Context: an optimization exercise on an open-source flow, tuned for small area, a short achievable clock period and few clock cycles. The choices shown serve that exercise and are no tape-out recipe. Power figures rest on the tool's default switching activity, not on a simulated workload.

== v6 ==
## gemm_controller
module gemm_controller #(
  parameter int MAX_ELEMS = 16384,
  parameter mp_types::prec_e PREC = mp_types::PREC_INT8
)(
  input  logic        clk,
  input  logic        rstn,
  input  logic        start,
  input  logic [15:0] M, K, Ncols,
  output logic        done,
  output logic [$clog2(MAX_ELEMS)-1:0] addr_A,
  input  logic [31:0]                  data_A,
  output logic [$clog2(MAX_ELEMS)-1:0] addr_B,
  input  logic [31:0]                  data_B,
  output logic [$clog2(MAX_ELEMS)-1:0] addr_C,
  output logic [31:0]                  data_C,
  output logic                         we_C
);
  localparam int AW = $clog2(MAX_ELEMS);
  logic          run;
  logic [AW-1:0] krem, jrem, irem;
  logic          lk, lj, li;       
  logic          kf;               
  logic          dk, dj;           
  logic [AW-1:0] Kw, Nw, Mw;
  assign Kw = K[AW-1:0];
  assign Nw = Ncols[AW-1:0];
  assign Mw = M[AW-1:0];
  logic [AW-1:0] csel, cdec;
  logic          cis2;
  assign csel = !lk ? krem : (!lj ? jrem : irem);
  assign cdec = csel - 1'b1;
  assign cis2 = (csel == AW'(2));
  logic [AW-1:0] opA, opB, sumA, sumB;
  logic          negB;
  assign opA  = lk ? Kw : {{(AW-1){~dk}}, 1'b1};
  assign negB = lk ? ~dj : ~dk;
  assign opB  = (lk ? AW'(1) : Nw) ^ {AW{negB}};
  assign sumA = addr_A + opA;
  assign sumB = addr_B + opB + AW'(negB);
  always_ff @(posedge clk) begin
    if (!rstn)     run <= 1'b0;
    else if (!run) run <= start;
    else           run <= ~(lk & lj & li);
  end
  always_ff @(posedge clk) begin
    if (!run) begin
      addr_A <= '0;
  ...
Size: roughly 200 flip-flops, ~0.012 sq mm of cells after synthesis.
==> module gemm_controller, before the edit <==
module gemm_controller #(
  parameter int MAX_ELEMS = 16384,
  parameter mp_types::prec_e PREC = mp_types::PREC_INT8
)(
  input  logic        clk,
  input  logic        rstn,
  input  logic        start,
  input  logic [15:0] M, K, Ncols,
  output logic        done,
  output logic [$clog2(MAX_ELEMS)-1:0] addr_A,
  input  logic [31:0]                  data_A,
  output logic [$clog2(MAX_ELEMS)-1:0] addr_B,
  input  logic [31:0]                  data_B,
  output logic [$clog2(MAX_ELEMS)-1:0] addr_C,
  output logic [31:0]                  data_C,
  output logic                         we_C
);
  localparam int AW = $clog2(MAX_ELEMS);
  logic          run;
  logic [AW-1:0] krem, jrem, irem;
  logic          lk, lj, li;       
  logic          kf;               
  logic          dk, dj;           
  logic [AW-1:0] Kw, Nw, Mw;
  assign Kw = K[AW-1:0];
  assign Nw = Ncols[AW-1:0];
  assign Mw = M[AW-1:0];
  logic [AW-1:0] csel, cdec;
  logic          cis2;
  assign csel = !lk ? krem : (!lj ? jrem : irem);
  assign cdec = csel - 1'b1;
  assign cis2 = (csel == AW'(2));
  logic [AW-1:0] opA, opB, sumA, sumB;
  logic          negB;
  assign opA  = lk ? Kw : {{(AW-1){~dk}}, 1'b1};
  assign negB = lk ? ~dj : ~dk;
  assign opB  = (lk ? AW'(1) : Nw) ^ {AW{negB}};
  assign sumA = addr_A + opA;
  assign sumB = addr_B + opB + AW'(negB);
  always_ff @(posedge clk) begin
    if (!rstn)     run <= 1'b0;
    else if (!run) run <= start;
    else           run <= ~(lk & lj & li);
  end
  always_ff @(posedge clk) begin
    if (!run) begin
      addr_A <= '0;
      addr_B <= '0;
      dk     <= 1'b1;
      dj     <= 1'b1;
      kf     <= 1'b1;
      krem   <= Kw;   lk <= (K == 16'd1);
      jrem   <= Nw;   lj <= (Ncols == 16'd1);
      irem   <= Mw;   li <= (M == 16'd1);
    end else begin
      kf <= lk;
      if (!lk | lj) addr_A <= sumA;    
      if (!lk | !lj) addr_B <= sumB;   
      if (!lk) begin
        krem <= cdec;
        lk   <= cis2;
      end else begin
        dk   <= ~dk;
        krem <= Kw;
        lk   <= (K == 16'd1);
        if (!lj) begin
          jrem <= cdec;
          lj   <= cis2;
        end else begin
          dj   <= ~dj;
          jrem <= Nw;
          lj   <= (Ncols == 16'd1);
          irem <= cdec;
          li   <= cis2;
        end
      end
    end
  end
  logic f1_first, f1_last, f1_row, f1_fin;
  logic f2_first, f2_last, f2_row, f2_fin;
  logic f3_first, f3_last, f3_row, f3_fin;
  logic f4_first, f4_last, f4_row, f4_fin;
  logic w_row, dc;
  always_ff @(posedge clk) begin
    if (!rstn) begin
      f1_last <= 1'b0; f1_fin <= 1'b0;
      f2_last <= 1'b0; f2_fin <= 1'b0;
      f3_last <= 1'b0; f3_fin <= 1'b0;
      f4_last <= 1'b0; f4_fin <= 1'b0;
      we_C <= 1'b0; done <= 1'b0;
    end else begin
      f1_last <= run & lk;
      f1_fin  <= run & lk & lj & li;
      f2_last <= f1_last; f2_fin <= f1_fin;
      f3_last <= f2_last; f3_fin <= f2_fin;
      f4_last <= f3_last; f4_fin <= f3_fin;
      we_C <= f4_last;
      done <= f4_fin;
    end
  end
  always_ff @(posedge clk) begin
    f1_first <= kf;        f1_row <= lk & lj;
    f2_first <= f1_first;  f2_row <= f1_row;
    f3_first <= f2_first;  f3_row <= f2_row;
    f4_first <= f3_first;  f4_row <= f3_row;
    w_row    <= f4_row;
  end
  logic [AW-1:0] sumC;
  assign sumC = addr_C + (w_row ? Nw : {{(AW-1){~dc}}, 1'b1});
  always_ff @(posedge clk) begin
    if (start) begin
      addr_C <= '0;
      dc     <= 1'b1;
    end else if (we_C) begin
      addr_C <= sumC;
      if (w_row) dc <= ~dc;
    end
  end
  logic [7:0]  a_r, b_r;
  logic [14:0] ms, mc, s_r, c_r;
  logic [15:0] p;
  logic [29:0] acc;
  mul8_cs u_mul (.a(a_r), .b(b_r), .s(ms), .c(mc));
  logic [16:0] lows;
  logic [13:0] hi, hinc, hdec, hnew;
  logic        s_inc, s_dec, s_hold, s_ones;
  assign lows   = {1'b0, acc[15:0]} + {1'b0, p};
  assign hi     = acc[29:16];
  assign hinc   = hi + 1'b1;
  assign hdec   = hi - 1'b1;
  assign s_inc  = ~f4_first & lows[16] & ~p[15];
  assign s_dec  = ~f4_first & ~lows[16] & p[15];
  assign s_hold = ~f4_first & (lows[16] == p[15]);
  assign s_ones = f4_first & p[15];
  assign hnew   = ({14{s_inc}} & hinc) | ({14{s_dec}} & hdec) | ({14{s_hold}} & hi) | {14{s_ones}};
  always_ff @(posedge clk) begin
    a_r <= data_A[7:0];
    b_r <= data_B[7:0];
    s_r <= ms;
    c_r <= mc;
    p   <= {1'b0, s_r} + {1'b0, c_r} - 16'h8000;
    acc <= {hnew, f4_first ? p : lows[15:0]};
  end
  assign data_C = {{2{acc[29]}}, acc};
endmodule
clock: 8.0 ns
lec_check: 0
cap_margin: 20
core_margin: 2
core_utilization: 40
place_density: 0.6
setup_slack_margin: 5
slew_margin: 20
standard.sh (not shown) runs the stock make flow with config.mk's settings and CLKGATE_MAP_FILE= SYNTH_SCRIPT=/design/flow/synth_recipe.tcl, a recipe that flattens the netlist after the stock synthesis.
==> flow/flow/run.sh <==
#!/bin/bash
set -euo pipefail
bash standard.sh BUFFER_PORTS_ARGS="-buffer_cell sky130_fd_sc_hd__buf_1" finish > standard_flow.log 2>&1
v6 | status: complete | timing, DRC, antenna: pass
Inputs modified between v6 and v7:
--- a/flow/design.v
+++ b/flow/design.v
@@ -219,20 +219,25 @@
   logic          dk, dj;           
   logic [AW-1:0] Kw, Nw, Mw;
   assign Kw = K[AW-1:0];
   assign Nw = Ncols[AW-1:0];
   assign Mw = M[AW-1:0];
+  logic [AW-1:0] Kr, Nr;
+  always_ff @(posedge clk) begin
+    Kr <= Kw;
+    Nr <= Nw;
+  end
   logic [AW-1:0] csel, cdec;
   logic          cis2;
   assign csel = !lk ? krem : (!lj ? jrem : irem);
   assign cdec = csel - 1'b1;
   assign cis2 = (csel == AW'(2));
   logic [AW-1:0] opA, opB, sumA, sumB;
   logic          negB;
-  assign opA  = lk ? Kw : {{(AW-1){~dk}}, 1'b1};
+  assign opA  = lk ? Kr : {{(AW-1){~dk}}, 1'b1};
   assign negB = lk ? ~dj : ~dk;
-  assign opB  = (lk ? AW'(1) : Nw) ^ {AW{negB}};
+  assign opB  = (lk ? AW'(1) : Nr) ^ {AW{negB}};
   assign sumA = addr_A + opA;
   assign sumB = addr_B + opB + AW'(negB);
   always_ff @(posedge clk) begin
     if (!rstn)     run <= 1'b0;
     else if (!run) run <= start;
@@ -300,11 +305,11 @@
     f3_first <= f2_first;  f3_row <= f2_row;
     f4_first <= f3_first;  f4_row <= f3_row;
     w_row    <= f4_row;
   end
   logic [AW-1:0] sumC;
-  assign sumC = addr_C + (w_row ? Nw : {{(AW-1){~dc}}, 1'b1});
+  assign sumC = addr_C + (w_row ? Nr : {{(AW-1){~dc}}, 1'b1});
   always_ff @(posedge clk) begin
     if (start) begin
       addr_C <= '0;
       dc     <= 1'b1;
     end else if (we_C) begin
@@ -316,26 +321,23 @@
   logic [14:0] ms, mc, s_r, c_r;
   logic [15:0] p;
   logic [29:0] acc;
   mul8_cs u_mul (.a(a_r), .b(b_r), .s(ms), .c(mc));
   logic [16:0] lows;
-  logic [13:0] hi, hinc, hdec, hnew;
-  logic        s_inc, s_dec, s_hold, s_ones;
-  assign lows   = {1'b0, acc[15:0]} + {1'b0, p};
-  assign hi     = acc[29:16];
-  assign hinc   = hi + 1'b1;
-  assign hdec   = hi - 1'b1;
-  assign s_inc  = ~f4_first & lows[16] & ~p[15];
-  assign s_dec  = ~f4_first & ~lows[16] & p[15];
-  assign s_hold = ~f4_first & (lows[16] == p[15]);
-  assign s_ones = f4_first & p[15];
-  assign hnew   = ({14{s_inc}} & hinc) | ({14{s_dec}} & hdec) | ({14{s_hold}} & hi) | {14{s_ones}};
+  logic [13:0] hi, hinc, hdec, hsum;
+  logic [29:0] accn;
+  assign lows = {1'b0, acc[15:0]} + {1'b0, p};
+  assign hi   = acc[29:16];
+  assign hinc = hi + 1'b1;
+  assign hdec = hi - 1'b1;
+  assign hsum = (lows[16] & ~p[15]) ? hinc : ((~lows[16] & p[15]) ? hdec : hi);
+  assign accn = f4_first ? {{14{p[15]}}, p} : {hsum, lows[15:0]};
   always_ff @(posedge clk) begin
     a_r <= data_A[7:0];
     b_r <= data_B[7:0];
     s_r <= ms;
     c_r <= mc;
     p   <= {1'b0, s_r} + {1'b0, c_r} - 16'h8000;
-    acc <= {hnew, f4_first ? p : lows[15:0]};
+    acc <= accn;
   end
   assign data_C = {{2{acc[29]}}, acc};
 endmodule
--- outcome ---
Summary: clock network power, v7 worse than v6
v7 falls short of v6 in via count.
Sort v7 and v6 by growth of design area from synthesis to finish desc -> top: v6
v7 vs v6: portion of the post-synthesis area used by sequential elements up
Flip-flop and latch count, v7 and v6, higher one = v7.
Final core utilization: v7 < v6
Comparing v7 and v6, the lower switching power share of the total is on v6.
Comparing v7 and v6, the lower total number of nets in the final design was measured on v6.
Re met1 track utilization from global routing: v7 is 0.79 points down on v6.
In the flow results for v7 and v6, the number of logic inverters in the finished layout is larger on v7.
Delay of the slowest critical-path stage on v7 is down relative to v6.
Delta (v7 minus v6): fraction of met2 tracks used by global routing saw a decrease; total power after layout saw an increase.
No functional check of the RTL was part of any run of this note.

## afterwards: timing with drivers on the ports
The results above use ideal ports. As a check the final layouts listed here were re-extracted and re-timed, cells and wires unchanged. Step 1 sets driving cells, clkbuf_16 on the clock port and buf_2 on the other inputs (assumed; they add their load-dependent delay and slew). Step 2 moves the port delays by t, midway between the first and last clock arrival at a register: inputs arrive t later, outputs are due t later. That takes back most of the time a late clock gives input paths. a / b / c = ideal ports / drivers / drivers and shift; a / b = the first two.
run | t, ns | setup slack, ns | clock arrival spread, ns | worst register clock-pin slew, ns | worst slew at a driven data input, ns
v6 | 0.569 | 4.658 / 4.672 / 4.103 | 0.010 / 0.011 | 0.06 / 0.06 | 0.08
v7 | 0.579 | 4.638 / 4.638 / 4.638 | 0.015 / 0.016 | 0.06 / 0.06 | 0.04
After both steps setup and hold are still met in every run listed. The setup slack of v6, which loses most, moves by +0.014 ns with the drivers and by -0.555 ns with both steps.
